From an optimization exercise on the open Yosys and OpenROAD flow, aimed at small area and a short achievable clock period; shortcuts taken in it are not production practice.
Only simulation tests tie the RTL to the original design; equivalence was not proved.
The flow treats the clock pin as an ideal source, which a real chip does not have.
Power figures rest on the tool's default switching activity, not on a simulated workload.

## flow/flow/run.sh

```bash
#!/bin/bash
# Standard layout, with clock tree synthesis told to build larger sink
# clusters and to add no dummy loads, and an earlier clock for the
# registers that launch the longest internal paths (flow/post_cts.tcl).
set -euo pipefail
export CTS_ARGS="-sink_clustering_enable -repair_clock_nets -dont_use_dummy_load -sink_clustering_size 18 -sink_clustering_max_diameter 60 -buf_list sky130_fd_sc_hd__clkbuf_8 -root_buf sky130_fd_sc_hd__clkbuf_16"
export POST_CTS_TCL="$(pwd)/flow/post_cts.tcl"
bash standard.sh > standard.log 2>&1
```

## flow/flow/post_cts.tcl

```tcl
# Useful skew for register-to-register paths inside the design: the address
# decode registers (hi, lo), the write data and write counter (wd, wcnt) and
# the ring phase (ph) launch the longest internal paths (the read tree into rd
# and the writes into the rings). They take no input port and drive no output
# port. Their clock is taken from the clock tree's root net through buffers
# of their own, one per quadrant around their centre, so it arrives earlier
# than at the leaves of the tree.
set block [ord::get_db_block]
set root_net [[[$block findInst clkbuf_0_sclk] findITerm X] getNet]
set targets {}
foreach inst [$block getInsts] {
  if {[regexp {^dut1\.(hi|lo|wd|wcnt|ph)\\?\[} [$inst getName]]} { lappend targets $inst }
}
proc centre {insts} {
  set sx 0
  set sy 0
  foreach i $insts {
    set bb [$i getBBox]
    set sx [expr {$sx + ([$bb xMin] + [$bb xMax]) / 2}]
    set sy [expr {$sy + ([$bb yMin] + [$bb yMax]) / 2}]
  }
  return [list [expr {$sx / [llength $insts]}] [expr {$sy / [llength $insts]}]]
}
lassign [centre $targets] cx cy
array set group {}
foreach i $targets {
  set bb [$i getBBox]
  set q [expr {(([$bb xMin] + [$bb xMax]) / 2 >= $cx) + 2 * ((([$bb yMin] + [$bb yMax]) / 2) >= $cy)}]
  lappend group($q) $i
}
set master [[ord::get_db] findMaster sky130_fd_sc_hd__clkbuf_8]
foreach q [array names group] {
  lassign [centre $group($q)] gx gy
  set buf [odb::dbInst_create $block $master clkbuf_early_${q}_sclk]
  $buf setLocation $gx $gy
  $buf setPlacementStatus PLACED
  set net [odb::dbNet_create $block clknet_early_${q}_sclk]
  $net setSigType CLOCK
  [$buf findITerm A] connect $root_net
  [$buf findITerm X] connect $net
  foreach i $group($q) {
    set it [$i findITerm CLK]
    $it disconnect
    $it connect $net
  }
  puts "early clock: [llength $group($q)] registers on clknet_early_${q}_sclk, buffer at $gx $gy"
}
global_connect
detailed_placement
check_placement -verbose
```

## flow/standard.sh

```bash
#!/bin/bash
# synth_recipe.tcl (not shown) runs the flow's synth.tcl, then flattens the netlist and writes it again
# the make line also repeats each setting of config.mk as NAME=value (left out here)
make -C /OpenROAD-flow-scripts/flow DESIGN_CONFIG=/design/flow/config.mk WORK_HOME=/design/flow/orfs CLKGATE_MAP_FILE= SYNTH_SCRIPT=/design/flow/synth_recipe.tcl "${@:-finish}"
```

## flow/config.mk

```make
export PLATFORM = sky130hd
export DESIGN_NAME = wrapper
export DESIGN_NICKNAME = wrapper
export VERILOG_FILES = /design/flow/design.v
export SDC_FILE = /design/flow/constraint.sdc
export NUM_CORES = 4
export LEC_CHECK = 0
export ABC_CLOCK_PERIOD_IN_PS = 2500
export CAP_MARGIN = 20
export CORE_MARGIN = 2
export CORE_UTILIZATION = 70
export PLACE_DENSITY = 0.75
export SETUP_SLACK_MARGIN = 4.5
export SLEW_MARGIN = 20
```

## flow/constraint.sdc

```tcl
create_clock -name core_clock -period 7.0 [get_ports {sclk}]
set_input_delay 1.4000 -clock core_clock [delete_from_list [all_inputs] [get_ports {sclk}]]
set_output_delay 1.4000 -clock core_clock [all_outputs]
set_load 0.01 [all_outputs]
```

## flow/design.v

```verilog
localparam int DATA_SIZE = 8;
localparam int INST_SIZE = 16;
localparam int MEM_DEPTH = 128;
module spi_slave (sclk, rst_n, ss_n, MOSI, col, MISO, hi, lo, wen, wbit);
   localparam int DATA_SIZE = 8;
localparam int INST_SIZE = 16;
localparam int MEM_DEPTH = 128;
  input                  sclk, rst_n;
  input                  ss_n;
  input                  MOSI;
  input  [DATA_SIZE-1:0] col;
  output reg             MISO;
  output reg [15:0]      hi;
  output reg [7:0]       lo;
  output                 wen;
  output                 wbit;
  reg       act;    
  reg [4:0] cnt;    
  reg       isw;    
  reg [DATA_SIZE-1:0] sr;      
  reg [DATA_SIZE-1:0] wd;      
  reg [3:0]           wcnt;    
  reg [2:0]           ph;      
  reg [DATA_SIZE-1:0] rd;      
  always @(posedge sclk) begin
    sr <= {sr[DATA_SIZE-2:0], MOSI};
    ph <= ph + 3'd1;
    rd <= col;
    if (act && cnt == 5'd8) begin
      hi <= 16'd1 << sr[6:3];
      lo <= 8'd1 << sr[2:0];
    end
    if (act && cnt == 5'd16 && isw) begin
      wd   <= sr;
      wcnt <= 4'd8;
    end
    else if (wcnt != 4'd0)
      wcnt <= wcnt - 4'd1;
  end
  assign wen  = (wcnt != 4'd0);
  assign wbit = wd[ph];
  wire [2:0] tap = cnt[2:0] - 3'd1 - ph;
  always @(posedge sclk or negedge rst_n) begin
    if (!rst_n) begin
      act  <= 1'b0;
      cnt  <= 5'd0;
      isw  <= 1'b0;
      MISO <= 1'b0;
    end
    else if (!act) begin
      MISO <= 1'b0;
      cnt  <= 5'd0;
      if (!ss_n)
        act <= 1'b1;
    end
    else begin
      if (ss_n)
        act <= 1'b0;
      if (cnt != 5'd31)
        cnt <= cnt + 5'd1;
      if (cnt == 5'd0)
        isw <= MOSI;
      if (!isw && cnt >= 5'd10 && cnt <= 5'd17)
        MISO <= rd[tap];
    end
  end
endmodule
module ram (clk, hi, lo, wen, wbit, col);
   localparam int DATA_SIZE = 8;
localparam int INST_SIZE = 16;
localparam int MEM_DEPTH = 128;
  input                  clk;
  input  [15:0]          hi;
  input  [7:0]           lo;
  input                  wen;    
  input                  wbit;   
  output [DATA_SIZE-1:0] col;    
  wire [DATA_SIZE-1:0] part [0:MEM_DEPTH-1];
  genvar r;
  generate
    for (r = 0; r < MEM_DEPTH; r = r + 1) begin : g
      reg [DATA_SIZE-1:0] q;
      wire sel = hi[r / 8] & lo[r % 8];
      always @(posedge clk)
        q <= {(sel & wen) ? wbit : q[0], q[DATA_SIZE-1:1]};
      assign part[r] = q & {DATA_SIZE{sel}};
    end
  endgenerate
  reg [DATA_SIZE-1:0] acc;
  integer i;
  always @(*) begin
    acc = {DATA_SIZE{1'b0}};
    for (i = 0; i < MEM_DEPTH; i = i + 1)
      acc = acc | part[i];
  end
  assign col = acc;
endmodule
module wrapper(sclk,rst_n,ss_n,MOSI,MISO);
   localparam int DATA_SIZE = 8;
localparam int INST_SIZE = 16;
localparam int MEM_DEPTH = 128;
  input sclk, rst_n;
  input ss_n;
  input MOSI;
  output MISO;
  wire [15:0]          hi;
  wire [7:0]           lo;
  wire                 wen, wbit;
  wire [DATA_SIZE-1:0] col;
  spi_slave dut1(sclk,rst_n,ss_n,MOSI,col,MISO,hi,lo,wen,wbit);
  ram dut2(sclk,hi,lo,wen,wbit,col);
endmodule
```

==> impl_metrics.csv, run 1 <==
group,metric,value,unit
route,drc,0,
power,ir_drop,0.314,mV
run_status,outcome,"no timing/DRC/antenna violations",
critical_path,cp.arrival,3.12,ns
place,place_area,31700,sq um
power,power.density,359,nW/um^2
cts,cts_tree,"done",
synth,ys_async_sr_fraction,0.736,%
synth,synth_flop_cell,"dfxtp_1",
sta,post-route-period-util,37.2,%
route,routedWlPerCell,29.4,um
sta,relSlewSlack,32.9,%
sta,fin_hold_ws,0.327,ns
synth,synth_top_area_share,66.7,%
global_routing,grt_pass1_wl,131000,um
critical_path,cp-start-kind,"flip-flop",
die,row_count,77,
die,die_area,46600,sq um
global_routing,grt_pass1_vias,20422,
synth,syn_nets,2517,
synth,syn_area_per_cell,12.5,sq um
synth,synth_area_leaders,"dfxtp_1 67%, a22oi_1 5.8%, a22o_1 4.7%, edfxtp_1 3.1%, a31oi_1 2.6%",
place,pre_cts_slack,3.85,ns
sta,finalSetupViolCount,0,
cells_and_area,final_nets,2450,
place,place_congestion,1.01,
critical_path,required,7.52,ns
critical_path,cpPeakStageDelay,0.65,ns
power,p_total,11.9,mW
place,dp_hpwl,58800,um
power,p_leak,13.1,nW
global_routing,grt_usage,38.1,%
critical_path,critPathCaptureType,"flip-flop",
job,cap_violations,0,
sta,drv_slew,0,
route,dr_total_vias,21435,
sta,grt_setup_unrepaired,"yes",
die,core-area,44200,sq um
synth,yosysSeqAreaShare,70.4,%
cts,clk_pin_slew,0.11,ns
synth,synthesis.area,31400,sq um
route,drt-pass1-iter-count,9,
global_routing,antenna_found_initial,1,
critical_path,crit_chain,"buf_4, a222oi_1, o22ai_1, a211oi_1, and4_1, nand4_1",
global_routing,grt-ovfl-total,0,
synth,ys_types,59,
sta,hold_violations,0,
hold_path,hold_class,"reg2reg",
cells_and_area,post-route-cell-area,33100,sq um
route,drt_iter0_drc,3519,
sta,fin_ws,4.40,ns
cells_and_area,drive_gt1_share,6.86,%
sta,finalSetupTns,0,ns
sta,fmax,384,MHz
synth,ys_ff_latch,1087,
critical_path,critical_path_class,"reg2reg",
die,dieHeight,216,um
route,vias_per_cell,7.08,
synth,yosysWarnings,2,
sta,tightest_slew,0.998,ns
synth,synthCells,2504,
route,ant_nets,0,
sta,min_period,2.60,ns
critical_path,cp_max_fo,62,
synth,synth_edf_count,32,
cts,cts.sinks,1087,
die,initial_core_util,71.0,%
cts,worstSkewPairLatency,0.64,ns
synth,yosysTopAreaCell,"dfxtp_1",
die,pin_count,5,
route,routed_wl,89000,um
cells_and_area,area_growth,5.46,%
place,port_buffers,4,
die,die_x,216,um
global_routing,grt_max_degree,121,
sta,fin_skew,0.255,ns
critical_path,crit_slowest_cell,"a222oi_1",
worst paths after layout:
kind,to,cells after the start,startpoint,slack (ns)
setup / recovery,dut1.rd[2]$_DFF_P_,6,dut1.hi[13]$_SDFFCE_PN0P_,4.40
hold / removal,dut2.g[96].q[2]$_DFF_P_,0,dut2.g[96].q[3]$_DFF_P_,0.33
hold reg to reg,dut2.g[96].q[2]$_DFF_P_,0,dut2.g[96].q[3]$_DFF_P_,0.33
setup reg to reg,dut1.rd[2]$_DFF_P_,6,dut1.hi[13]$_SDFFCE_PN0P_,4.40
max in group asynchronous,dut1.cnt[1]$_DFFE_PN0P_,1,rst_n,5.66
min in group asynchronous,dut1.isw$_DFFE_PN0P_,1,rst_n,1.04
cells by family (layout without fill, tap and decap cells):
kind of cell / Yosys count / count (layout) / synth area share, %
DFF: 1087 / 1087 / 70.4
AOI/OAI and AO/OA: 916 / 916 / 21.4
xor gates and xnor gates: 8 / 8 / 0.223
and+or+nand+nor: 242 / 242 / 4.12
muxes: 9 / 9 / 0.450
buffers and inverters: 233 / 164 / 3.03
other: 0 / 1 / 0
adders and majority gates: 9 / 9 / 0.383
flip-flops by register name, summed over array words and instances, names as in the netlist, 3 cells and up:
signal and cells:
dut1.cnt 5, dut1.hi 16, dut1.lo 8, dut1.ph 3, dut1.rd 8, dut1.sr 8
dut1.wcnt 4, dut1.wd 8, dut2.g.q 1024
layout by cell type, fill, tap and decap left out, types with 9 or more instances in the layout:
| cell type | n |
|---|---|
| o22ai_1 | 21 |
| o22a_1 | 21 |
| nand2_1 | 47 |
| a22o_1 | 170 |
| a21oi_1 | 156 |
| clkbuf_16 | 9 |
| dfxtp_1 | 1047 |
| a32oi_1 | 27 |
| edfxtp_1 | 32 |
| a221oi_1 | 26 |
| a222oi_1 | 53 |
| a22oi_1 | 241 |
| nand4_1 | 42 |
| o21ai_0 | 29 |
| buf_4 | 52 |
| nor2_1 | 30 |
| clkbuf_8 | 65 |
| a31oi_1 | 130 |
| inv_1 | 16 |
| nand3_1 | 38 |
| and3_1 | 13 |
| nor3_1 | 10 |
| nor4_1 | 15 |
metal layers:
metal	vias up	wire length, um	track usage [%]
met3	301	10100	10.8
met4	0	5320	19.3
met1	10472	34800	51.1
li1	9316	-	-
met5	-	0	0
met2	1346	38800	57.0
Yosys cell counts, types with 4 or more instances:
cell type and n:
buf_1 38, nor3_1 10, o2111a_1 6, nand2b_1 5, nor4_1 17, a221oi_1 26, a211oi_1 6, a22oi_1 243
nor3b_1 4, a21oi_1 156, dfrtp_1 8, nand4_1 42, o221ai_1 8, o22a_1 21, o21ai_0 30, dfxtp_1 1047
o22ai_1 21, nor2_1 36, a21boi_0 8, edfxtp_1 32, mux4_2 4, clkbuf_1 122, a222oi_1 53, mux2i_1 4
nor2b_1 4, ha_1 8, a31oi_1 130, a22o_1 170, and3_1 13, xnor2_1 7, and4_1 8, nand2_1 47
and2_1 8, nand3_1 38, inv_1 17, a32oi_1 27, buf_2 49
cell type report, without the clock buffers:
cell class / count / area (sq um)
sequential: 1087 / 22100
fill: 2932 / 11100
multi-input combinational: 1184 / 8440
tap: 592 / 741
timing repair buffer: 68 / 606
inverter: 22 / 91.3
buffer: 4 / 55.1
antenna: 1 / 2.50
worst max-delay path: cells and delay by family, from the launching register on:
family | cells | cell delay [ns]
AOI/OAI and AO/OA | 3 | 1.36
buffers and inverters | 1 | 0.34
DFF | 1 | 0.38
and+or+nand+nor | 2 | 0.52
stage by stage:
stage                     cells  util, %
after floorplan            2504        -
after global placement     2933     71.7
after detailed placement   2933     71.7
after global routing       3027     74.9
final                      3028     74.9
power breakdown:
group | switching (mW) | internal, mW
Clock | 1.84 | 1.07
Sequential | 0.692 | 7.36
Combinational | 0.527 | 0.413
Total | 3.06 | 8.85
==> run 2, diff against run 1 <==
==> flow/flow/run.sh (replaced) <==
#!/bin/bash
# Standard layout, with clock tree synthesis told to build larger sink
# clusters and to add no dummy loads, and an earlier clock for the
# registers that launch the longest internal paths (flow/post_cts.tcl).
set -euo pipefail
export CTS_ARGS="-sink_clustering_enable -repair_clock_nets -dont_use_dummy_load -sink_clustering_size 30 -sink_clustering_max_diameter 80"
export POST_CTS_TCL="$(pwd)/flow/post_cts.tcl"
export SKIP_CTS_REPAIR_TIMING=1
bash standard.sh > standard.log 2>&1
==> run 2 against run 1 <==
  * First-iteration DRC count is 5.1% lower
  * Power barely moved
  * Still clean
  * Wire length fell by 0.91%
  * Via count is 1.3% lower
  * Sequential share of layout area grew 0.16 points
  * Sequential power about the same
  * Final cell count down 0.79%
  * Maximum frequency shrank 0.27%
  * Clock skew is 0.067 ns higher
  * Register-to-register slack is essentially flat
  * Die area did not move
  * Synthesized cell count stayed put
==> impl_metrics.csv, run 2 <==
group,metric,value,unit
sta,post-route-period-util,37.3,%
synth,synth_top_area_share,66.7,%
critical_path,critPathCaptureType,"flip-flop",
synth,synth_edf_count,32,
critical_path,crit_slowest_cell,"edfxtp_1",
synth,yosysWarnings,2,
hold_path,hold_class,"reg2reg",
critical_path,worstSetupPathDepth,6,
die,die_area,46600,sq um
place,place_congestion,1.01,
sta,fin_skew,0.322,ns
critical_path,cp-start-kind,"flip-flop",
synth,synth_most_common_cell,"dfxtp_1",
route,drc,0,
synth,synthesis.area,31400,sq um
place,dp_hpwl,58800,um
route,routedWlPerCell,29.4,um
sta,fmax,383,MHz
critical_path,cp.arrival,3.16,ns
power,ir_drop,0.303,mV
critical_path,path_delay_family,"compound AO/OA/AOI/OAI gates",
sta,relSlewSlack,35.9,%
cts,cts_tree,"done",
power,power.density,361,nW/um^2
global_routing,grt-ovfl-total,0,
cells_and_area,fill_cells,2962,
critical_path,cp_max_fo,41,
cells_and_area,area_growth,5.21,%
sta,min_period,2.61,ns
synth,synth_flop_cell,"dfxtp_1",
die,pin_count,5,
place,dp.cells,2933,
place,pre_cts_slack,3.85,ns
synth,syn_nets,2517,
synth,synthTopCellsByCount,"1047 x dfxtp_1, 243 x a22oi_1, 170 x a22o_1",
route,routed_wl,88200,um
route,drt_iter0_drc,3339,
cts,cts.sinks,1087,
critical_path,ff2ff_path_depth,6,
die,row_count,77,
run_status,outcome,"no timing/DRC/antenna violations",
die,dieHeight,216,um
synth,syn_area_per_cell,12.5,sq um
critical_path,critical_path_class,"reg2reg",
cells_and_area,fin_cells,3004,
cells_and_area,final_util,74.7,%
place,port_buffers,4,
cts,clk_pin_slew,0.11,ns
route,drt-pass1-iter-count,9,
cells_and_area,drive_gt1_share,5.68,%
critical_path,cpPeakStageDelay,0.70,ns
critical_path,required,7.55,ns
synth,ys_async_sr_fraction,0.736,%
die,die_x,216,um
cts,worstSkewPairLatency,0.66,ns
critical_path,crit_buf_inv,1,
sta,grt_setup_unrepaired,"yes",
synth,ys_ff_latch,1087,
route,vias_per_cell,7.04,
synth,synthCells,2504,
cells_and_area,largest_register,"dut2.g.q",
route,ant_nets,0,
sta,fin_ws,4.39,ns
hold_path,hold_depth,0,
critical_path,r2r_setup_slack,4.39,ns
global_routing,antenna_found_initial,3,
die,core-area,44200,sq um
global_routing,grt_max_degree,121,
sta,finalSetupTns,0,ns
cells_and_area,final_nets,2425,
sta,drv_slew,0,
cells_and_area,final_cell_mix,"1047 x dfxtp_1, 243 x a22oi_1, 170 x a22o_1, 156 x a21oi_1, 130 x a31oi_1",
global_routing,grt_pass1_vias,20009,
sta,hold_violations,0,
cells_and_area,largest_register_ffs,1024,
synth,yosysSeqAreaShare,70.4,%
power,p_leak,13.0,nW
synth,yosysTopAreaCell,"dfxtp_1",
critical_path,crit_chain,"buf_4, a22oi_1, a21oi_1, a2111oi_0, nand4_1, or4_1",
synth,ys_types,59,
global_routing,grt_usage,37.3,%
global_routing,grt_pass1_wl,129000,um
job,cap_violations,0,
cells_and_area,largestRegisters,"dut2.g.q x1024, dut1.hi x16",
sta,tightest_slew,0.960,ns
route,dr_total_vias,21157,
synth,synth_area_leaders,"dfxtp_1 67%, a22oi_1 5.8%, a22o_1 4.7%, edfxtp_1 3.1%, a31oi_1 2.6%",
die,initial_core_util,71.0,%
sta,finalSetupViolCount,0,
cells_and_area,layout_commonest_cell,"dfxtp_1",
## run 2: cell count changes in the layout (fill, tap and decap cells not counted), moves of 3 or more
cell       before  now
buf_6           8    2
buf_4          52   63
clkbuf_8       65    5
clkbuf_16       9   42
buf_12          4    1
## run 2: worst paths after layout
check | end | startpoint
max reg2reg | dut1.rd[6]$_DFF_P_ | dut1.hi[3]$_SDFFCE_PP0P_
max in group asynchronous | dut1.cnt[3]$_DFFE_PN0P_ | rst_n
min | dut2.g[109].q[1]$_DFF_P_ | dut2.g[109].q[2]$_DFF_P_
min reg2reg | dut2.g[109].q[1]$_DFF_P_ | dut2.g[109].q[2]$_DFF_P_
min in group asynchronous | dut1.isw$_DFFE_PN0P_ | rst_n
max | dut1.rd[6]$_DFF_P_ | dut1.hi[3]$_SDFFCE_PP0P_
## run 2: worst register-to-register path, stage by stage (launching register included)
cell	delay, ns
edfxtp_1	0.70
buf_4	0.42
a22oi_1	0.32
a21oi_1	0.12
a2111oi_0	0.63
nand4_1	0.17
or4_1	0.42
## run 2: cell families (layout without fill, tap and decap cells)
kind of cell / count (synthesis) / in the layout / share of synthesized area, %
flops: 1087 / 1087 / 70.4
compound gates: 916 / 916 / 21.4
fa+ha+maj: 9 / 9 / 0.383
buf+inv: 233 / 139 / 3.03
xor+xnor: 8 / 8 / 0.223
other cells: 0 / 2 / 0
simple gates: 242 / 242 / 4.12
mux: 9 / 9 / 0.450
## run 2: cell type report, without the clock buffers
| cell class | count | area, sq um | share of cell area, % |
|---|---|---|---|
| sequential | 1087 | 22100 | 67.0 |
| multi-input combinational | 1184 | 8410 | 25.5 |
| tap | 592 | 741 | 2.24 |
| timing repair buffer | 71 | 564 | 1.71 |
| inverter | 22 | 90.1 | 0.273 |
| buffer | 4 | 55.1 | 0.167 |
| antenna | 2 | 5.00 | 0.0151 |
## run 2: layer usage
layer	share of wire [%]	up-vias	track usage, %
met4	5.9	2	19.9
met2	44	1270	55.6
met5	0.022	-	0
li1	-	9267	-
met3	11	263	8.92
met1	40	10355	50.8
## run 2: power by group
| part | internal, mW | switching (mW) | total, mW |
|---|---|---|---|
| clock | 1.14 | 1.78 | 2.92 |
| sequential | 7.36 | 0.694 | 8.05 |
| combinational | 0.410 | 0.525 | 0.935 |
| total | 8.91 | 3.00 | 11.9 |
## run 2: stage by stage
stage                     total power, mW  hold WS (ns)  instance area [sq um]
after global placement               9.00         0.328                  31700
after floorplan                      8.49         0.324                  31400
after detailed placement             9.05         0.335                  31700
after global routing                 12.3         0.285                  33000
final                                11.9         0.288                  33000
==> run 3, diff against run 2 <==
--- a/flow/flow/run.sh
+++ b/flow/flow/run.sh
@@ -5,5 +5,4 @@
 set -euo pipefail
 export CTS_ARGS="-sink_clustering_enable -repair_clock_nets -dont_use_dummy_load -sink_clustering_size 30 -sink_clustering_max_diameter 80"
 export POST_CTS_TCL="$(pwd)/flow/post_cts.tcl"
-export SKIP_CTS_REPAIR_TIMING=1
 bash standard.sh > standard.log 2>&1
==> run 3 against run 2 <==
  * Synthesized cell count is the same
  * Sequential power is essentially flat
  * Worst setup slack improved by 0.084 ns
  * Sequential cell count unchanged
  * Critical path type is now reg2out
  * Largest cell class unchanged
  * Largest power group unchanged
==> impl_metrics.csv, run 3 <==
group,metric,value,unit
run_status,outcome,"no timing/DRC/antenna violations",
cells_and_area,area_growth,5.36,%
sta,fin_skew,0.327,ns
die,die_area,46600,sq um
die,pin_count,5,
critical_path,path_delay_family,"flip-flops",
global_routing,grt_usage,37.7,%
die,core-area,44200,sq um
cells_and_area,layout_commonest_cell,"dfxtp_1",
global_routing,grt-ovfl-total,0,
route,drt-pass1-iter-count,9,
sta,grt_setup_unrepaired,"yes",
synth,yosysSeqAreaShare,70.4,%
sta,min_period,2.53,ns
cells_and_area,largest_register_ffs,1024,
power,p_leak,13.0,nW
hold_path,hold_class,"reg2reg",
die,row_count,77,
synth,synthCells,2504,
cells_and_area,largest_register,"dut2.g.q",
critical_path,crit_buf_inv,1,
cts,cts_tree,"done",
synth,syn_nets,2517,
sta,hold_violations,0,
critical_path,critical_path_class,"reg2out",
synth,yosysTopAreaCell,"dfxtp_1",
cells_and_area,post-route-cell-area,33100,sq um
synth,ys_types,59,
critical_path,cp_max_fo,2,
cts,clk_pin_slew,0.10,ns
synth,ys_async_sr_fraction,0.736,%
cells_and_area,final_nets,2420,
sta,tightest_slew,0.990,ns
synth,synthesis.area,31400,sq um
cts,worstSkewPairLatency,0.66,ns
place,place_congestion,1.01,
synth,synthTopCellsByCount,"1047 x dfxtp_1, 243 x a22oi_1, 170 x a22o_1",
place,dp_hpwl,58800,um
sta,fin_ws,4.47,ns
critical_path,crit_slowest_cell,"dfrtp_1",
power,power.density,360,nW/um^2
power,ir_drop,0.303,mV
global_routing,grt_pass1_vias,20138,
synth,yosysWarnings,2,
cells_and_area,largestRegisters,"dut2.g.q x1024, dut1.hi x16",
sta,relSlewSlack,33.9,%
critical_path,cp.arrival,1.13,ns
cells_and_area,final_util,74.8,%
cells_and_area,fill_cells,2957,
route,drt_iter0_drc,3221,
route,vias_per_cell,7.09,
cells_and_area,drive_gt1_share,5.74,%
cts,cts.sinks,1087,
synth,synth_most_common_cell,"dfxtp_1",
die,initial_core_util,71.0,%
sta,drv_slew,0,
power,p_total,11.9,mW
place,place_area,31700,sq um
route,dr_total_vias,21254,
place,pre_cts_slack,3.85,ns
sta,finalSetupViolCount,0,
die,die_x,216,um
critical_path,required,5.60,ns
synth,ys_ff_latch,1087,
global_routing,antenna_found_initial,2,
synth,synth_edf_count,32,
synth,syn_area_per_cell,12.5,sq um
cells_and_area,multiInputGateArea,8440,sq um
synth,synth_flop_cell,"dfxtp_1",
global_routing,grt_max_degree,121,
die,dieHeight,216,um
sta,post-route-period-util,36.1,%
route,routedWlPerCell,29.5,um
route,routed_wl,88500,um
synth,synth_top_area_share,66.7,%
cells_and_area,final_cell_mix,"1047 x dfxtp_1, 241 x a22oi_1, 170 x a22o_1, 156 x a21oi_1, 130 x a31oi_1",
critical_path,cpPeakStageDelay,0.38,ns
global_routing,grt_pass1_wl,130000,um
critical_path,crit_chain,"buf_2",
synth,synth_area_leaders,"dfxtp_1 67%, a22oi_1 5.8%, a22o_1 4.7%, edfxtp_1 3.1%, a31oi_1 2.6%",
sta,fmax,396,MHz
route,ant_nets,0,
critical_path,critPathCaptureType,"output pin",
critical_path,cp-start-kind,"flip-flop",
route,drc,0,
job,cap_violations,0,
place,port_buffers,4,
sta,finalSetupTns,0,ns
cells_and_area,regArea,22100,sq um
## run 3: changes by cell type in the layout (fill, tap and decap cells not counted), moves of 2 or more
| cell | before | now |
|---|---|---|
| buf_4 | 63 | 51 |
| buf_6 | 2 | 6 |
| buf_12 | 1 | 4 |
| a211oi_1 | 6 | 4 |
| a211oi_2 | 0 | 2 |
| a22oi_1 | 243 | 241 |
| a22oi_2 | 0 | 2 |
## run 3: area by class of cell, without the clock buffers
cell class / count / share of cell area (%)
flip-flops and latches: 1087 / 66.9
repair buffers: 66 / 1.75
well taps: 592 / 2.24
multi-input cells: 1184 / 25.5
inverters: 22 / 0.276
plain buffers: 4 / 0.166
diodes: 1 / 0.00756
## run 3: logic make-up after synthesis
logic type | Yosys count | synth area share (%)
flip-flops | 1087 | 70.4
AO/OA/AOI/OAI | 916 | 21.4
AND/OR/NAND/NOR | 242 | 4.12
buffers and inverters | 233 | 3.03
multiplexers | 9 | 0.450
adder cells (fa/ha/maj) | 9 | 0.383
XOR/XNOR | 8 | 0.223
## run 3: per-stage QoR
step	cells	hold WS (ns)
after floorplan	2504	0.324
after global placement	2933	0.328
after detailed placement	2933	0.335
after global routing	2997	0.285
final	2998	0.287
## run 3: final timing paths
kind	from	end	slack [ns]	depth (start not counted)
worst max register to register	dut1.hi[13]$_SDFFCE_PN0P_	dut1.rd[2]$_DFF_P_	4.52	6
min in group asynchronous	rst_n	dut1.isw$_DFFE_PN0P_	1.03	1
worst min-delay path	dut2.g[109].q[2]$_DFF_P_	dut2.g[109].q[1]$_DFF_P_	0.29	0
worst max-delay path	dut1.MISO$_DFFE_PN0P_	MISO	4.47	1
max in group asynchronous	rst_n	dut1.cnt[3]$_DFFE_PN0P_	5.67	1
worst min register to register	dut2.g[109].q[2]$_DFF_P_	dut2.g[109].q[1]$_DFF_P_	0.29	0
## run 3: metal layers
layer / vias to the layer above / track usage (%) / routed length (um) / share of wire [%]
met5: - / 0 / 16 / 0.018
met4: 2 / 20.0 / 5300 / 6.0
met3: 276 / 9.54 / 9980 / 11
met2: 1331 / 56.2 / 38600 / 44
met1: 10385 / 51.0 / 34600 / 39
li1: 9260 / - / - / -
## run 3: where the power goes
part	total, mW	internal, mW	switching, mW	leakage (nW)
clock network	2.92	1.14	1.78	0.546
registers	8.06	7.36	0.698	9.22
logic	0.939	0.413	0.526	3.28
total	11.9	8.91	3.01	13.0
==> run 4, diff against run 3 <==
--- a/flow/config.mk
+++ b/flow/config.mk
@@ -8,7 +8,7 @@
 export ABC_CLOCK_PERIOD_IN_PS = 2500
 export CAP_MARGIN = 20
 export CORE_MARGIN = 2
-export CORE_UTILIZATION = 70
-export PLACE_DENSITY = 0.75
+export CORE_UTILIZATION = 65
+export PLACE_DENSITY = 0.7
 export SETUP_SLACK_MARGIN = 4.5
 export SLEW_MARGIN = 20
==> run 4 against run 3 <==
  * Clock power barely moved
  * Largest cell class unchanged
  * Die area is 7.5% higher
  * First-iteration DRC count shrank 8.1%
  * Worst setup slack better by 0.017 ns
  * Power rose by 0.11%
  * Largest power group unchanged
  * Final cell count rose by 0.97%
==> impl_metrics.csv, run 4 <==
group,metric,value,unit
run_status,outcome,"no timing/DRC/antenna violations",
place,dp_hpwl,60200,um
global_routing,grtUsageMet2,54.7,%
route,drc,0,
place,dp.cells,2961,
power,ir_drop,0.277,mV
cts,cts.sinks,1087,
cts,worstSkewPairLatency,0.66,ns
synth,synth_edf_count,32,
cts,clk_pin_slew,0.10,ns
route,routedWlPerCell,29.9,um
cells_and_area,antenna_cells,0,
critical_path,crit_slowest_cell,"dfrtp_1",
critical_path,crit_chain,"buf_2",
synth,synthCells,2504,
global_routing,grt_max_degree,81,
sta,drv_slew,0,
cells_and_area,final_cell_mix,"1047 x dfxtp_1, 240 x a22oi_1, 170 x a22o_1, 155 x a21oi_1, 130 x a31oi_1",
synth,yosysWarnings,2,
cells_and_area,final_nets,2427,
critical_path,required,5.60,ns
route,ant_nets,0,
sta,min_period,2.51,ns
critical_path,r2r_setup_slack,4.64,ns
die,die_area,50100,sq um
critical_path,critPathCaptureType,"output pin",
synth,synth_flop_cell,"dfxtp_1",
critical_path,cp.arrival,1.11,ns
sta,finalSetupViolCount,0,
critical_path,critical_path_class,"reg2out",
synth,synth_area_leaders,"dfxtp_1 67%, a22oi_1 5.8%, a22o_1 4.7%, edfxtp_1 3.1%, a31oi_1 2.6%",
route,vias_per_cell,6.97,
sta,hold_violations,0,
critical_path,path_delay_family,"flip-flops",
job,cap_violations,0,
sta,finalSetupTns,0,ns
synth,yosysTopAreaCell,"dfxtp_1",
cells_and_area,largest_register,"dut2.g.q",
global_routing,globalRouteMet1Util,49.7,%
die,row_count,80,
power,power.density,357,nW/um^2
synth,synth_most_common_cell,"dfxtp_1",
die,pin_count,5,
global_routing,grt_usage,36.0,%
synth,synthTopCellsByCount,"1047 x dfxtp_1, 243 x a22oi_1, 170 x a22o_1",
critical_path,crit_buf_inv,1,
cells_and_area,area_growth,6.51,%
cells_and_area,fin_cells,3027,
die,initial_core_util,65.8,%
critical_path,cp-start-kind,"flip-flop",
sta,relSlewSlack,45.9,%
synth,yosysSeqAreaShare,70.4,%
sta,post-route-period-util,35.8,%
critical_path,cpPeakStageDelay,0.37,ns
place,port_buffers,4,
global_routing,grt_pass1_wl,132000,um
sta,grt_setup_unrepaired,"yes",
power,p_leak,13.2,nW
critical_path,cp_max_fo,2,
sta,fmax,399,MHz
cts,cts_tree,"done",
cells_and_area,largestRegisters,"dut2.g.q x1024, dut1.hi x16",
cells_and_area,drive_gt1_share,6.38,%
synth,ys_async_sr_fraction,0.736,%
sta,tightest_slew,0.812,ns
cells_and_area,layout_commonest_cell,"dfxtp_1",
global_routing,gr-max-usage-layer,"met2",
die,die_x,224,um
route,routed_wl,90600,um
route,drt_iter0_drc,2959,
synth,ys_types,59,
synth,ys_ff_latch,1087,
synth,syn_nets,2517,
global_routing,grt-ovfl-total,0,
route,drt-pass1-iter-count,11,
route,dr_total_vias,21085,
die,core-area,47700,sq um
synth,syn_area_per_cell,12.5,sq um
synth,synth_top_area_share,66.7,%
global_routing,met3_usage,7.99,%
global_routing,grt_pass1_vias,19872,
place,place_congestion,1.01,
global_routing,antenna_found_initial,0,
cells_and_area,largest_register_ffs,1024,
die,dieHeight,224,um
sta,fin_skew,0.292,ns
hold_path,hold_class,"reg2reg",
synth,synthesis.area,31400,sq um
[run 4: cell counts after synthesis]
Identical to the previous run, type by type.
[run 4: area by class of cell, without the clock buffers]
class,instances,area (sq um)
fillers,3440,14300
inverters,22,93.8
plain buffers,4,55.1
repair buffers,73,833
multi-input cells,1184,8520
flip-flops and latches,1087,22100
well taps,615,769
[run 4: path summary, 6_finish.rpt]
kind | from | end | depth (start not counted)
setup / recovery | dut1.MISO$_DFFE_PN0P_ | MISO | 1
hold / removal | dut2.g[9].q[3]$_DFF_P_ | dut2.g[9].q[2]$_DFF_P_ | 0
setup reg to reg | dut1.cnt[0]$_DFFE_PN0P_ | dut1.MISO$_DFFE_PN0P_ | 6
hold reg to reg | dut2.g[9].q[3]$_DFF_P_ | dut2.g[9].q[2]$_DFF_P_ | 0
max in group asynchronous | rst_n | dut1.isw$_DFFE_PN0P_ | 1
min in group asynchronous | rst_n | dut1.act$_DFF_PN0_ | 1
[run 4: report_power, final]
part / switching, mW / internal, mW / leakage [nW]
combinational: 0.527 / 0.424 / 3.42
sequential: 0.693 / 7.36 / 9.22
clock: 1.79 / 1.14 / 0.546
[run 4: kinds of logic after synthesis]
logic type	share of synthesized area, %
simple gates	4.12
mux	0.450
buf+inv	3.03
compound gates	21.4
fa+ha+maj	0.383
xor+xnor	0.223
flops	70.4
[run 4: metrics by stage]
| stage | cell area [sq um] | power (mW) | util (%) | hold WS, ns | setup slack [ns] |
|---|---|---|---|---|---|
| 5_1_grt | 33400 | 12.3 | 70.0 | 0.312 | 4.46 |
| 2_1_floorplan | 31400 | 8.49 | - | 0.324 | 4.92 |
| 3_5_place_dp | 31800 | 9.06 | 66.6 | 0.332 | 3.72 |
| 3_3_place_gp | 31700 | 9.00 | 66.5 | 0.327 | 3.79 |
| 6_report | 33400 | 11.9 | 70.0 | 0.315 | 4.49 |
[run 4: metal layers]
layer,part of all wire [%],vias to the layer above
li1,-,9305
met4,5.0,0
met1,41,10478
met5,0,-
met2,44,1089
met3,9.9,213
==> run 5, diff against run 4 <==
--- a/flow/config.mk
+++ b/flow/config.mk
@@ -8,7 +8,7 @@
 export ABC_CLOCK_PERIOD_IN_PS = 2500
 export CAP_MARGIN = 20
 export CORE_MARGIN = 2
-export CORE_UTILIZATION = 65
-export PLACE_DENSITY = 0.7
+export CORE_UTILIZATION = 75
+export PLACE_DENSITY = 0.8
 export SETUP_SLACK_MARGIN = 4.5
 export SLEW_MARGIN = 20
==> run 5 against run 4 <==
  * Still clean
  * Sequential cell count did not move
  * First-iteration DRC count rose by 24%
  * Final cell count fell by 3.3%
  * Sequential share of layout area rose by 0.94 points
  * Largest cell class unchanged
==> impl_metrics.csv, run 5 <==
group,metric,value,unit
synth,syn_area_per_cell,12.5,sq um
synth,synthTopCellsByCount,"1047 x dfxtp_1, 243 x a22oi_1, 170 x a22o_1",
sta,finalSetupTns,0,ns
global_routing,grt_pass1_vias,20450,
place,dp.cells,2877,
critical_path,crit_buf_inv,1,
synth,synth_area_leaders,"dfxtp_1 67%, a22oi_1 5.8%, a22o_1 4.7%, edfxtp_1 3.1%, a31oi_1 2.6%",
critical_path,path_delay_family,"flip-flops",
job,cap_violations,0,
die,core-area,41100,sq um
cts,worstSkewPairLatency,0.69,ns
die,pin_count,5,
power,p_leak,13.0,nW
synth,synthesis.area,31400,sq um
synth,yosysTopAreaCell,"dfxtp_1",
global_routing,antenna_found_initial,4,
synth,ys_types,59,
die,dieHeight,209,um
place,port_buffers,4,
die,die_x,209,um
synth,yosysSeqAreaShare,70.4,%
cells_and_area,fin_cells,2928,
cells_and_area,final_cell_mix,"1047 x dfxtp_1, 241 x a22oi_1, 170 x a22o_1, 156 x a21oi_1, 130 x a31oi_1",
critical_path,ff2ff_path_depth,6,
synth,synth_flop_cell,"dfxtp_1",
sta,drv_slew,0,
cts,clk_pin_slew,0.10,ns
cells_and_area,largest_register_ffs,1024,
global_routing,grt_pass1_wl,130000,um
critical_path,crit_chain,"buf_2",
critical_path,crit_slowest_cell,"dfrtp_1",
cells_and_area,drive_gt1_share,5.39,%
global_routing,grt_usage,40.2,%
hold_path,hold_class,"reg2reg",
sta,hold_violations,0,
route,dr_total_vias,21425,
synth,yosysWarnings,2,
critical_path,r2r_end,"dut1.rd[6]$_DFF_P_",
place,place_congestion,1.03,
place,dp_hpwl,58000,um
critical_path,required,5.60,ns
synth,ys_ff_latch,1087,
sta,min_period,2.52,ns
cells_and_area,fill_cells,2479,
critical_path,critPathCaptureType,"output pin",
sta,fmax,396,MHz
cells_and_area,layout_commonest_cell,"dfxtp_1",
critical_path,cp_max_fo,2,
critical_path,critical_path_class,"reg2out",
global_routing,grt-ovfl-total,0,
synth,synth_most_common_cell,"dfxtp_1",
cells_and_area,area_growth,5.02,%
die,initial_core_util,76.4,%
sta,tightest_slew,1.01,ns
cts,cts_tree,"done",
critical_path,cp.arrival,1.12,ns
critical_path,r2r_setup_slack,4.53,ns
sta,finalSetupViolCount,0,
hold_path,hold_depth,0,
run_status,outcome,"no timing/DRC/antenna violations",
route,ant_nets,0,
die,row_count,74,
synth,synth_edf_count,32,
sta,relSlewSlack,32.7,%
cts,cts.sinks,1087,
power,ir_drop,0.270,mV
sta,fin_skew,0.342,ns
synth,synth_top_area_share,66.7,%
power,power.density,362,nW/um^2
sta,grt_setup_unrepaired,"yes",
cells_and_area,largestRegisters,"dut2.g.q x1024, dut1.hi x16",
critical_path,cpPeakStageDelay,0.37,ns
cells_and_area,largest_register,"dut2.g.q",
hold_path,worstHoldStart,"dut2.g[79].q[1]$_DFF_P_",
sta,post-route-period-util,36.1,%
synth,ys_async_sr_fraction,0.736,%
route,drt_iter0_drc,3665,
critical_path,rr_startpoint,"dut1.hi[9]$_SDFFCE_PN0P_",
route,drc,0,
synth,synthCells,2504,
synth,syn_nets,2517,
die,die_area,43500,sq um
route,drt-pass1-iter-count,10,
route,routed_wl,87500,um
cells_and_area,final_nets,2409,
critical_path,cp-start-kind,"flip-flop",
route,vias_per_cell,7.32,
global_routing,grt_max_degree,90,
hold_path,min_to,"dut2.g[79].q[0]$_DFF_P_",
route,routedWlPerCell,29.9,um
## run 5: cell count changes in the layout (fill, tap and decap cells not counted), moves of 2 or more
| cell | delta |
|---|---|
| o21ai_1 | -2 |
| buf_12 | -5 |
| inv_1 | +2 |
| clkinvlp_4 | -2 |
| buf_4 | -9 |
| nor4_1 | +2 |
| diode_2 | +2 |
| bufbuf_16 | -3 |
| o21ai_0 | +2 |
| nor4_4 | -3 |
## run 5: worst max path at each step
stage                              from                        to  slack (ns)  cells after the start
2_1_floorplan   dut1.cnt[1]$_DFFE_PN0P_  dut1.hi[0]$_SDFFCE_PP0P_        4.92                      4
3_3_place_gp   dut1.lo[0]$_SDFFCE_PP0P_    dut2.g[8].q[7]$_DFF_P_        4.05                      7
3_5_place_dp   dut1.lo[0]$_SDFFCE_PP0P_   dut2.g[56].q[7]$_DFF_P_        3.96                      7
5_1_grt           dut1.MISO$_DFFE_PN0P_                      MISO        4.45                      1
6_report          dut1.MISO$_DFFE_PN0P_                      MISO        4.48                      1
## run 5: per-layer routing
| layer | GRT usage (%) | up-vias | share of wire [%] |
|---|---|---|---|
| met3 | 11.2 | 327 | 12 |
| met5 | 1.45 | - | 0.073 |
| met1 | 53.8 | 10428 | 38 |
| met2 | 59.1 | 1422 | 43 |
| li1 | - | 9246 | - |
| met4 | 23.3 | 2 | 6.8 |
## run 5: cell families (layout without fill, tap and decap cells)
group                    Yosys count  after routing  synth area share, %
adder cells (fa/ha/maj)            9              9                0.383
buffers and inverters            233            123                 3.03
AO/OA/AOI/OAI                    916            916                 21.4
multiplexers                       9              9                0.450
other                              0              2                    0
AND/OR/NAND/NOR                  242            242                 4.12
flip-flops                      1087           1087                 70.4
XOR/XNOR                           8              8                0.223
## run 5: report_power, final
group	internal, mW	switching (mW)	total, mW
combinational	0.416	0.519	0.935
clock	1.14	1.78	2.92
sequential	7.36	0.720	8.08
total	8.91	3.02	11.9
## run 5: layout make-up, without the clock buffers
| class | count | area, sq um | area share (%) |
|---|---|---|---|
| inverter | 22 | 87.6 | 0.266 |
| tap | 532 | 666 | 2.02 |
| multi-input combinational | 1184 | 8450 | 25.6 |
| buffer | 4 | 55.1 | 0.167 |
| timing repair buffer | 55 | 544 | 1.65 |
| antenna | 2 | 5.00 | 0.0152 |
| sequential | 1087 | 22100 | 67.1 |
## run 5: stage by stage
step	setup slack, ns	util (%)	power [mW]	hold WS (ns)	area, sq um
floorplan	4.92	-	8.49	0.324	31400
global placement	4.05	77.0	8.99	0.330	31700
detailed placement	3.96	77.0	9.06	0.333	31700
global route	4.45	80.2	12.3	0.299	33000
finish	4.48	80.2	11.9	0.302	33000
==> run 6, diff against run 5 <==
==> flow/flow/run.sh (replaced) <==
#!/bin/bash
# Standard layout, with clock tree synthesis told to build larger sink
# clusters and to add no dummy loads, and an earlier clock for the
# registers that launch the longest internal paths and a later one for the
# read-out registers (flow/post_cts.tcl).
set -euo pipefail
export CTS_ARGS="-sink_clustering_enable -repair_clock_nets -dont_use_dummy_load -sink_clustering_size 30 -sink_clustering_max_diameter 80"
export POST_CTS_TCL="$(pwd)/flow/post_cts.tcl"
bash standard.sh > standard.log 2>&1
--- a/flow/flow/post_cts.tcl
+++ b/flow/flow/post_cts.tcl
@@ -4,7 +4,9 @@
 # and the writes into the rings). They take no input port and drive no output
 # port. Their clock is taken from the clock tree's root net through buffers
 # of their own, one per quadrant around their centre, so it arrives earlier
-# than at the leaves of the tree.
+# than at the leaves of the tree. The read-out registers (rd), which the read
+# tree ends in and which feed only the MISO register's logic, take their
+# clock one buffer after a leaf of the tree, so it arrives later.
 set block [ord::get_db_block]
 set root_net [[[$block findInst clkbuf_0_sclk] findITerm X] getNet]
 set targets {}
@@ -45,6 +47,25 @@
   }
   puts "early clock: [llength $group($q)] registers on clknet_early_${q}_sclk, buffer at $gx $gy"
 }
+set rds {}
+foreach inst [$block getInsts] {
+  if {[regexp {^dut1\.rd\\?\[} [$inst getName]]} { lappend rds $inst }
+}
+set leaf_net [[[lindex $rds 0] findITerm CLK] getNet]
+lassign [centre $rds] gx gy
+set buf [odb::dbInst_create $block [[ord::get_db] findMaster sky130_fd_sc_hd__clkbuf_8] clkbuf_late_sclk]
+$buf setLocation $gx $gy
+$buf setPlacementStatus PLACED
+set net [odb::dbNet_create $block clknet_late_sclk]
+$net setSigType CLOCK
+[$buf findITerm A] connect $leaf_net
+[$buf findITerm X] connect $net
+foreach i $rds {
+  set it [$i findITerm CLK]
+  $it disconnect
+  $it connect $net
+}
+puts "late clock: [llength $rds] registers on clknet_late_sclk, buffer at $gx $gy, from [$leaf_net getName]"
 global_connect
 detailed_placement
 check_placement -verbose
--- a/flow/config.mk
+++ b/flow/config.mk
@@ -8,7 +8,7 @@
 export ABC_CLOCK_PERIOD_IN_PS = 2500
 export CAP_MARGIN = 20
 export CORE_MARGIN = 2
-export CORE_UTILIZATION = 75
-export PLACE_DENSITY = 0.8
+export CORE_UTILIZATION = 70
+export PLACE_DENSITY = 0.75
 export SETUP_SLACK_MARGIN = 4.5
 export SLEW_MARGIN = 20
==> run 6 against run 5 <==
  * Still clean
  * Worst hold slack got worse by 0.014 ns
  * Register-to-register slack improved by 0.08 ns
  * Via count fell by 0.70%
==> impl_metrics.csv, run 6 <==
group,metric,value,unit
hold_path,hold_class,"reg2reg",
global_routing,gr-max-usage-layer,"met2",
global_routing,antenna_found_initial,4,
route,drc,0,
critical_path,cp_max_fo,2,
run_status,outcome,"no timing/DRC/antenna violations",
place,place_congestion,1.01,
critical_path,required,5.60,ns
route,routedWlPerCell,29.5,um
synth,synth_top_family_by_area,"compound AO/OA/AOI/OAI gates",
sta,relSlewSlack,35.0,%
sta,hold_violations,0,
global_routing,grt_pass1_vias,20196,
critical_path,setup.worst_path.start,"dut1.MISO$_DFFE_PN0P_",
die,core-area,44200,sq um
route,drt_iter0_drc,3407,
global_routing,globalRouteMet1Util,51.0,%
synth,synth.area.mux_share,0.450,%
critical_path,cp.arrival,1.13,ns
cts,cts_tree,"done",
global_routing,grt_max_degree,121,
power,ir_drop,0.303,mV
synth,yosysSeqAreaShare,70.4,%
synth,synth-xor-area-share,0.223,%
global_routing,grt-ovfl-total,0,
sta,fin_skew,0.490,ns
power,p_leak,13.1,nW
cells_and_area,largestRegisters,"dut2.g.q x1024, dut1.hi x16",
critical_path,crit_slowest_cell,"dfrtp_1",
place,port_buffers,4,
route,dr_total_vias,21276,
synth,synthesis.area,31400,sq um
critical_path,critPathCaptureType,"output pin",
critical_path,cpPeakStageDelay,0.38,ns
job,cap_violations,0,
sta,min_period,2.53,ns
critical_path,crit_end,"MISO",
cts,cts.sinks,1087,
synth,yosysWarnings,2,
die,row_count,77,
die,die_area,46600,sq um
route,routed_wl,88600,um
critical_path,rr_startpoint,"dut1.cnt[0]$_DFFE_PN0P_",
synth,synth_compound_area_share,21.4,%
global_routing,grtUsageMet2,56.1,%
die,dieHeight,216,um
place,place_area,31700,sq um
place,dp_hpwl,58800,um
critical_path,crit_chain,"buf_2",
synth,synth_top_area_share,66.7,%
route,ant_nets,0,
synth,synth_flop_cell,"dfxtp_1",
sta,drv_slew,0,
synth,ys_types,59,
cells_and_area,final_cell_mix,"1047 x dfxtp_1, 241 x a22oi_1, 170 x a22o_1, 156 x a21oi_1, 130 x a31oi_1",
place,pre_cts_slack,3.85,ns
synth,ys_async_sr_fraction,0.736,%
cts,worstSkewPairLatency,0.83,ns
die,initial_core_util,71.0,%
global_routing,grt_pass1_wl,130000,um
critical_path,ff2ff_path_depth,6,
cells_and_area,area_growth,5.40,%
critical_path,path_delay_family,"flip-flops",
sta,post-route-period-util,36.2,%
synth,synth_edf_count,32,
die,die_x,216,um
cells_and_area,drive_gt1_share,5.74,%
synth,ys_ff_latch,1087,
sta,finalSetupTns,0,ns
critical_path,critical_path_class,"reg2out",
cells_and_area,fin_cells,3002,
critical_path,r2r_setup_slack,4.61,ns
cells_and_area,final_nets,2421,
synth,syn_nets,2517,
route,drt-pass1-iter-count,9,
sta,finalSetupViolCount,0,
route,vias_per_cell,7.09,
global_routing,grt_usage,37.7,%
synth,synth-simple-area-share,4.12,%
critical_path,r2r_end,"dut1.MISO$_DFFE_PN0P_",
cells_and_area,largest_register,"dut2.g.q",
synth,synth_area_leaders,"dfxtp_1 67%, a22oi_1 5.8%, a22o_1 4.7%, edfxtp_1 3.1%, a31oi_1 2.6%",
synth,synth_most_common_cell,"dfxtp_1",
cells_and_area,layout_commonest_cell,"dfxtp_1",
cells_and_area,largest_register_ffs,1024,
synth,syn_area_per_cell,12.5,sq um
synth,synthCells,2504,
critical_path,crit_buf_inv,1,
critical_path,worstSetupPathDepth,1,
synth,yosysTopAreaCell,"dfxtp_1",
cts,clk_pin_slew,0.10,ns
synth,yosys.area_share.adder,0.383,%
sta,fin_ws,4.47,ns
power,p_total,11.9,mW
synth,synthTopCellsByCount,"1047 x dfxtp_1, 243 x a22oi_1, 170 x a22o_1",
critical_path,cp-start-kind,"flip-flop",
cells_and_area,post-route-cell-area,33100,sq um
place,dp.cells,2933,
sta,fmax,395,MHz
die,pin_count,5,
global_routing,met3_usage,9.40,%
cells_and_area,fill_cells,2954,
sta,tightest_slew,0.966,ns
sta,grt_setup_unrepaired,"yes",
power,power.density,361,nW/um^2
[run 6: cell type report, without the clock buffers]
cell class,instances,area [sq um],area share [%]
Timing Repair Buffer,66,581,1.75
Buffer,5,68.8,0.208
Multi-Input combinational cell,1184,8430,25.5
Antenna cell,4,10.0,0.0302
Tap cell,592,741,2.24
Inverter,22,91.3,0.276
Sequential cell,1087,22100,66.8
[run 6: cell families (layout without fill, tap and decap cells)]
logic type	Yosys count	after routing
adder cells (fa/ha/maj)	9	9
buffers and inverters	233	135
multiplexers	9	9
AO/OA/AOI/OAI	916	916
XOR/XNOR	8	8
flip-flops	1087	1087
AND/OR/NAND/NOR	242	242
other	0	4
[run 6: how the worst min path moves through the flow]
| stage | endpoint | start | cells after the start | slack, ns |
|---|---|---|---|---|
| after floorplan | dut2.g[105].q[4]$_DFF_P_ | dut2.g[105].q[5]$_DFF_P_ | 0 | 0.32 |
| after global placement | dut2.g[113].q[0]$_DFF_P_ | dut2.g[113].q[1]$_DFF_P_ | 0 | 0.33 |
| after detailed placement | dut2.g[10].q[0]$_DFF_P_ | dut2.g[10].q[1]$_DFF_P_ | 0 | 0.34 |
| after global routing | dut2.g[109].q[1]$_DFF_P_ | dut2.g[109].q[2]$_DFF_P_ | 0 | 0.29 |
| final | dut2.g[109].q[1]$_DFF_P_ | dut2.g[109].q[2]$_DFF_P_ | 0 | 0.29 |
[run 6: power by group]
group | switching (mW) | internal [mW]
logic | 0.526 | 0.413
clock network | 1.80 | 1.15
registers | 0.694 | 7.36
[run 6: routing by layer]
| metal | wire, um | part of all wire [%] | up-vias |
|---|---|---|---|
| li1 | - | - | 9269 |
| met1 | 34900 | 39 | 10358 |
| met2 | 38700 | 44 | 1364 |
| met3 | 9800 | 11 | 285 |
| met4 | 5240 | 5.9 | 0 |
| met5 | 0 | 0 | - |
[run 6: through the flow]
step	hold WS (ns)	util, %
6_report	0.288	74.8
5_1_grt	0.285	74.8
3_5_place_dp	0.335	71.7
3_3_place_gp	0.328	71.7
2_1_floorplan	0.324	-
[run 6: worst reg2reg max path, stage by stage, from the launching register on]
cell and delay [ns]:
dfrtp_1 0.53, ha_1 0.21, inv_1 0.05, fa_1 0.62, mux4_2 0.41, mux2i_1 0.33
a21oi_1 0.13
==> run 7, diff against run 6 <==
==> flow/flow/run.sh (replaced) <==
#!/bin/bash
# Standard layout, with clock tree synthesis told to build larger sink
# clusters and to add no dummy loads, and an earlier clock for the
# registers that launch the longest internal paths and a later one for the
# read-out registers (flow/post_cts.tcl).
set -euo pipefail
export CTS_ARGS="-sink_clustering_enable -repair_clock_nets -dont_use_dummy_load -sink_clustering_size 18 -sink_clustering_max_diameter 60 -buf_list sky130_fd_sc_hd__clkbuf_8 -root_buf sky130_fd_sc_hd__clkbuf_16"
export POST_CTS_TCL="$(pwd)/flow/post_cts.tcl"
bash standard.sh > standard.log 2>&1
==> run 7 against run 6 <==
  * Still clean
  * Sequential cell count stayed put
  * Die area did not move
  * Global-route usage increased by 0.40 points
  * Critical endpoint unchanged
==> impl_metrics.csv, run 7 <==
group,metric,value,unit
run_status,outcome,"no timing/DRC/antenna violations",
route,drt_iter0_drc,3436,
synth,ys_types,59,
critical_path,rr_startpoint,"dut1.cnt[0]$_DFFE_PN0P_",
critical_path,cp-start-kind,"flip-flop",
hold_path,worstHoldStart,"dut2.g[96].q[3]$_DFF_P_",
sta,fin_skew,0.429,ns
route,drt-pass1-iter-count,6,
route,routed_wl,89300,um
die,row_count,77,
place,dp_hpwl,58800,um
sta,drv_slew,0,
cts,worstSkewPairLatency,0.82,ns
synth,ys_ff_latch,1087,
route,route.met3.wl,10000,um
synth,yosysWarnings,2,
synth,syn_nets,2517,
synth,synth_area_leaders,"dfxtp_1 67%, a22oi_1 5.8%, a22o_1 4.7%, edfxtp_1 3.1%, a31oi_1 2.6%",
sta,fmax,395,MHz
cts,cts.sinks,1087,
sta,relSlewSlack,33.8,%
hold_path,min_to,"dut2.g[96].q[2]$_DFF_P_",
cells_and_area,drive_gt1_share,6.86,%
global_routing,antenna_found_initial,1,
job,cap_violations,0,
hold_path,hold_class,"reg2reg",
synth,synthCells,2504,
route,drc,0,
critical_path,crit_chain,"buf_6",
global_routing,grt_usage,38.1,%
die,initial_core_util,71.0,%
sta,finalSetupViolCount,0,
sta,grt_setup_unrepaired,"yes",
cells_and_area,final_cell_mix,"1047 x dfxtp_1, 241 x a22oi_1, 170 x a22o_1, 156 x a21oi_1, 130 x a31oi_1",
synth,synth_most_common_cell,"dfxtp_1",
synth,synth_edf_count,32,
power,power.density,360,nW/um^2
critical_path,ff2ff_path_depth,6,
route,ant_nets,0,
route,wl_met2,38700,um
place,pre_cts_slack,3.85,ns
global_routing,grt-ovfl-total,0,
critical_path,crit_buf_inv,1,
cells_and_area,largestRegisters,"dut2.g.q x1024, dut1.hi x16",
critical_path,path_delay_family,"flip-flops",
global_routing,grt_pass1_vias,20419,
synth,synthTopCellsByCount,"1047 x dfxtp_1, 243 x a22oi_1, 170 x a22o_1",
synth,synth_top_area_share,66.7,%
die,core-area,44200,sq um
cells_and_area,post-route-cell-area,33100,sq um
critical_path,cp.arrival,1.13,ns
die,die_area,46600,sq um
sta,post-route-period-util,36.2,%
sta,hold_violations,0,
cells_and_area,final_nets,2451,
critical_path,critical_path_class,"reg2out",
critical_path,r2r_setup_slack,4.51,ns
global_routing,grt_pass1_wl,131000,um
cts,cts_tree,"done",
route,dr_total_vias,21338,
synth,synth_flop_cell,"dfxtp_1",
power,ir_drop,0.315,mV
cells_and_area,largest_register_ffs,1024,
power,p_leak,13.1,nW
synth,ys_async_sr_fraction,0.736,%
sta,min_period,2.53,ns
place,port_buffers,4,
route,routed.top_layer,"met4",
route,m1WireLength,35100,um
critical_path,cp_max_fo,2,
place,place_area,31700,sq um
critical_path,cpPeakStageDelay,0.40,ns
critical_path,crit_slowest_cell,"dfrtp_1",
synth,syn_area_per_cell,12.5,sq um
sta,fin_ws,4.47,ns
die,pin_count,5,
synth,yosysTopAreaCell,"dfxtp_1",
cells_and_area,layout_commonest_cell,"dfxtp_1",
synth,synthesis.area,31400,sq um
critical_path,required,5.60,ns
cells_and_area,largest_register,"dut2.g.q",
die,die_x,216,um
hold_path,hold_depth,0,
synth,yosysSeqAreaShare,70.4,%
place,place_congestion,1.01,
cts,clk_pin_slew,0.10,ns
die,dieHeight,216,um
route,vias_per_cell,7.04,
critical_path,critPathCaptureType,"output pin",
route,routedWlPerCell,29.5,um
critical_path,r2r_end,"dut1.MISO$_DFFE_PN0P_",
cells_and_area,area_growth,5.49,%
sta,finalSetupTns,0,ns
power,p_total,11.9,mW
global_routing,grt_max_degree,121,
sta,tightest_slew,0.992,ns
-- run 7: routing by layer --
metal  vias to the layer above  global-route usage (%)
met5                         -                       0
met4                         0                    19.5
met3                       299                    9.82
met2                      1374                    57.0
met1                     10368                    51.6
li1                       9297                       -
-- run 7: worst register-to-register path: cells and delay by family, from the launching register on --
kind,cells,cell delay [ns]
AO/OA/AOI/OAI,1,0.13
adder cells (fa/ha/maj),2,0.84
buffers and inverters,1,0.05
flip-flops,1,0.53
multiplexers,2,0.80
-- run 7: stage by stage --
| step | util [%] | std cells | hold WS [ns] |
|---|---|---|---|
| 6_report | 74.9 | 3030 | 0.321 |
| 5_1_grt | 74.9 | 3028 | 0.329 |
| 3_5_place_dp | 71.7 | 2933 | 0.335 |
| 3_3_place_gp | 71.7 | 2933 | 0.328 |
| 2_1_floorplan | - | 2504 | 0.324 |
-- run 7: logic make-up after synthesis --
kind of cell,Yosys count,synth area share (%)
DFF,1087,70.4
and+or+nand+nor,242,4.12
muxes,9,0.450
buffers and inverters,233,3.03
AOI/OAI and AO/OA,916,21.4
xor gates and xnor gates,8,0.223
adders and majority gates,9,0.383
-- run 7: worst max-delay path by stage --
| stage | from | endpoint | slack, ns | depth (start not counted) |
|---|---|---|---|---|
| final | dut1.MISO$_DFFE_PN0P_ | MISO | 4.47 | 1 |
| after global routing | dut1.MISO$_DFFE_PN0P_ | MISO | 4.44 | 1 |
| after detailed placement | dut1.lo[2]$_SDFFCE_PP0P_ | dut2.g[98].q[7]$_DFF_P_ | 3.85 | 7 |
| after global placement | dut1.lo[2]$_SDFFCE_PP0P_ | dut2.g[98].q[7]$_DFF_P_ | 3.94 | 7 |
| after floorplan | dut1.cnt[1]$_DFFE_PN0P_ | dut1.hi[0]$_SDFFCE_PP0P_ | 4.92 | 4 |
-- run 7: final cells by class, without the clock buffers --
class                           instances  area, sq um
Sequential cell                      1087        22100
Timing Repair Buffer                   68          606
Buffer                                  5         68.8
Multi-Input combinational cell       1184         8430
Tap cell                              592          741
Fill cell                            2935        11100
Inverter                               22         91.3
Antenna cell                            2         5.00
-- run 7: report_power, final --
group	total [mW]	switching (mW)	internal [mW]
combinational	0.936	0.524	0.413
clock	2.95	1.86	1.09
sequential	8.05	0.692	7.36

## re-timing with driven ports
No port has a modelled driver above. Below, the same layouts with a new extraction and two added sets of constraints.
Step 1 assumes that a clkbuf_16 drives the clock port and a buf_2 every other input.
Step 2, shift: input delay + t, output delay - t, t = (earliest + latest rising clock arrival at the registers) / 2. This alone moves slack from input paths to output paths.
Three values: no drivers, after step 1, after step 2; two values: the first two.
run | shift t [ns] | setup WS [ns] | clock arrival spread, ns | cell pins on the clock port's net
run 1 | 0.578 | 4.397 / 4.397 / 4.397 | 0.258 / 0.258 | 1
run 2 | 0.558 | 4.390 / 4.390 / 4.390 | 0.323 / 0.323 | 1
run 3 | 0.561 | 4.474 / 4.413 / 4.518 | 0.329 / 0.329 | 1
run 4 | 0.574 | 4.491 / 4.429 / 4.645 | 0.292 / 0.292 | 1
run 5 | 0.578 | 4.476 / 4.419 / 4.527 | 0.342 / 0.343 | 1
run 6 | 0.645 | 4.468 / 4.406 / 4.610 | 0.490 / 0.490 | 1
run 7 | 0.664 | 4.469 / 4.406 / 4.513 | 0.429 / 0.429 | 1
In 5 of these runs the clock reaches the registers at very different times; t lies between them, and the last value is a rough guide only.
